This design comes from an exercise in tuning for small area and a short achievable clock period on the open sky130 flow, not from production work.
At most, simulation tests tie the RTL to the original design; equivalence was not proved.

## LSTM
module LSTM(clk, Of, En, Ci, Cip, In, Ui, Uf, Uk, Uo, Wi, Wk, Wf, Wo, Vo, Bi, Bo, Bf, Bk, PrevH, Cout, Hout);
Settings: LEC_CHECK=0, CAP_MARGIN=20, CORE_MARGIN=2, CORE_UTILIZATION=70, CTS_BUF_LIST=sky130_fd_sc_hd__clkbuf_8, SLEW_MARGIN=20, SYNTH_HIERARCHICAL=1; clock period 45.0 ns.
standard.sh (not shown) runs the stock make flow with config.mk's settings and CLKGATE_MAP_FILE= SYNTH_SCRIPT=/design/flow/synth_recipe.tcl, a recipe that flattens the netlist after the stock synthesis.
==> flow/flow/run.sh <==
#!/bin/bash
set -euo pipefail
export BUFFER_PORTS_ARGS="-buffer_cell sky130_fd_sc_hd__buf_1"
bash standard.sh > standard_flow.log 2>&1
Rerun with:
==> flow/flow/run.sh (replaced) <==
#!/bin/bash
set -euo pipefail
export BUFFER_PORTS_ARGS="-buffer_cell sky130_fd_sc_hd__buf_2"
export SETUP_SLACK_MARGIN=20
bash standard.sh > standard_flow.log 2>&1
CORE_UTILIZATION = 40   (was 70)
CTS_BUF_LIST = not set   (was sky130_fd_sc_hd__clkbuf_8)
Effect: The changed run completed with no timing, DRC or antenna violations. Wire length came out higher by 12%. Global-route usage is lower by 11 points. Utilization shrinks by 28 points. Cell area went up by 9.3%. Worst hold slack is worse by 0.040 ns. Non-clock buffer count went up by 13. Critical path depth stays the same.
Rerun with:
--- a/flow/flow/run.sh
+++ b/flow/flow/run.sh
@@ -4 +4 @@
-export SETUP_SLACK_MARGIN=20
+export SETUP_SLACK_MARGIN=22
Result:
- final area came out higher by 0.80%
- non-clock buffer count came out higher by 5
- routed wire length came out higher by 3.2%
- cell count barely changes

job 101:
LSTM again, from the RTL that the note above started with.
clock: 45.0 ns
lec_check: 0
cap_margin: 20
core_margin: 2
core_utilization: 40
cts_buf_list: sky130_fd_sc_hd__clkbuf_8
slew_margin: 20
synth_hierarchical: 1
==> flow/flow/run.sh <==
#!/bin/bash
set -euo pipefail
export BUFFER_PORTS_ARGS="-buffer_cell sky130_fd_sc_hd__buf_1"
bash standard.sh > standard_flow.log 2>&1
diff inputs: job 101 => job 102
- CORE_UTILIZATION: 40 -> 55
--- outcome ---
Job 102 vs. job 101: sequential share of layout area comparable, final instance count without filler cells saw a decrease. For job 102, the worst setup path startpoint was PrevH[0], unlike job 101, where it was In[1]. Of the two values seen for highest metal layer with signal wires, met4 was produced by job 102 and met5 by job 101. Job 102 vs. job 101: final cycle utilization of the critical path went up by 0.92 points. From job 102 to job 101, synthesized area divided by synthesized cell count did not move at all.
Edits applied to the flow inputs when going from job 102 to job 103:
- CORE_UTILIZATION: 55 -> 40
==> flow/flow/run.sh <==
#!/bin/bash
set -euo pipefail
export BUFFER_PORTS_ARGS="-buffer_cell sky130_fd_sc_hd__buf_1"
export RECOVER_POWER=100
bash standard.sh > standard_flow.log 2>&1
## What came out
To summarise job 103: no stage aborted, but the layout did not pass its checks, failing on max-capacitance violations, max-slew violations. [compare] base=job 102 new=job 103: largest fanout on the critical path up 11, number of ordinary and repair buffers in the finished layout flat, routed via count divided by cell count down 0.37.
Edits applied to the flow inputs when going from job 103 to job 104:
- a change of SLEW_MARGIN from 20 to 0
- a change of CAP_MARGIN from 20 to 0
==> flow/flow/run.sh <==
#!/bin/bash
set -euo pipefail
export BUFFER_PORTS_ARGS="-buffer_cell sky130_fd_sc_hd__buf_1"
bash standard.sh > standard_flow.log 2>&1
Results
Job 104 ran to completion and came out clean on the timing, DRC and antenna checks.
Number of top-level pins came out exactly the same in job 103 and job 104.
Final critical-path required period: job 104 better than job 103
On job 104: worst setup slack is 1.08 ns higher than what job 103 gave.
Footprint of the multi-input gates across job 103 and job 104: no real change.
Input changes introduced in job 105 (baseline for comparison: job 104):
- swapping 0 for 20 in SLEW_MARGIN
- clearing CTS_BUF_LIST, which used to be sky130_fd_sc_hd__clkbuf_8
- swapping 0 for 20 in CAP_MARGIN
Results
Status: worst-case clock skew parity (job 105, job 104). Delta (job 105 minus job 104): number of DRC violations after detailed-routing iteration 0 has decreased; via count shows a reduction of about 0.45%; final worst-path setup slack moved up. Row detailed-route wire length per cell: job 105 higher / job 104 lower. Between job 105 and job 104, the final hold slack figures differ only marginally. For routed wire length, job 105 and job 104 come out practically identical. Layout filler cell count delta (job 104 -> job 105): insignificant. Job 105 and job 104 ended up with roughly the same maximum frequency.

## alpha
Another version of the RTL of LSTM (not shown whole).
For scale: about 25 flip-flops, about 150 I/O pins, ~0.013 mm^2 of cells after synthesis.
==> flow/config.mk <==
export PLATFORM = sky130hd
export DESIGN_NAME = LSTM
export DESIGN_NICKNAME = LSTM
export VERILOG_FILES = /design/flow/design.v
export SDC_FILE = /design/flow/constraint.sdc
export NUM_CORES = 4
export LEC_CHECK = 0
export CAP_MARGIN = 20
export CORE_MARGIN = 2
export CORE_UTILIZATION = 40
export SLEW_MARGIN = 20
export SYNTH_HIERARCHICAL = 1
==> flow/constraint.sdc <==
create_clock -name core_clock -period 45.0 [get_ports {clk}]
set_input_delay 9.0000 -clock core_clock [delete_from_list [all_inputs] [get_ports {clk}]]
set_output_delay 9.0000 -clock core_clock [all_outputs]
set_load 0.01 [all_outputs]
==> flow/flow/run.sh <==
#!/bin/bash
set -euo pipefail
export BUFFER_PORTS_ARGS="-buffer_cell sky130_fd_sc_hd__buf_2"
bash standard.sh > standard_flow.log 2>&1
diff inputs: alpha => beta
==> flow/run.sh (new file) <==
#!/bin/bash
# synth_recipe.tcl (not shown) runs the flow's synth.tcl, then flattens the netlist and writes it again
# the make line also repeats each setting of config.mk as NAME=value (left out here)
make -C /OpenROAD-flow-scripts/flow DESIGN_CONFIG=/design/flow/config.mk WORK_HOME=/design/flow/orfs CLKGATE_MAP_FILE= SYNTH_SCRIPT=/design/flow/synth_recipe.tcl finish
removed: flow/flow/run.sh
removed: flow/standard.sh
Every run in the comparison, alpha and beta, completed the flow with a clean layout.
Diff alpha -> beta: sequential share of layout area saw a decrease, sequential cell area saw little to no change, clock skew saw little to no change, cell area after placement saw an increase.
Met2 routing resource usage after global routing (beta over alpha): increase, 0.27 points
NOTE: total non-filler cell area in the finished layout in beta exceeds that of alpha
No run of this note included a check of the RTL's function; only the layout flow was run.

static timing again, ports no longer ideal:
Ports are ideal in the flow. The routed layouts listed here were re-timed in OpenROAD.
Step 1 assumes that a clkbuf_16 drives the clock port and a buf_2 every other input.
Step 2 moves the port delays by t, midway between the first and last clock arrival at a register: inputs arrive t later, outputs are due t later. That takes back most of the time a late clock gives input paths.
Three values: ideal, step 1, step 2; two values: the first two.
| run | shift t [ns] | setup slack, ns | worst hold slack (ns) |
|---|---|---|---|
| the first run of note 1 | 0.289 | 18.796 / 18.770 / 18.770 | 1.475 / 1.475 / 1.475 |
| the second run of note 1 | 0.287 | 19.706 / 19.648 / 19.648 | 1.435 / 1.435 / 1.435 |
| the third run of note 1 | 0.296 | 19.791 / 19.674 / 19.674 | 1.406 / 1.406 / 1.406 |
| job 101 | 0.298 | 19.071 / 19.044 / 19.044 | 1.379 / 1.379 / 1.379 |
| job 102 | 0.296 | 18.655 / 18.623 / 18.623 | 1.451 / 1.451 / 1.451 |
| job 103 | 0.298 | 17.989 / 17.967 / 17.967 | 1.387 / 1.387 / 1.387 |
| job 104 | 0.298 | 19.071 / 19.044 / 19.044 | 1.379 / 1.379 / 1.379 |
| job 105 | 0.288 | 19.075 / 19.047 / 19.047 | 1.378 / 1.378 / 1.378 |
| alpha | 0.302 | 18.217 / 18.195 / 18.195 | 1.407 / 1.407 / 1.407 |
| beta | 0.309 | 17.248 / 17.223 / 17.223 | 1.407 / 1.407 / 1.407 |
For the third run of note 1, which loses most, drivers alone change the setup slack by -0.117 ns; drivers and shift together by -0.117 ns.
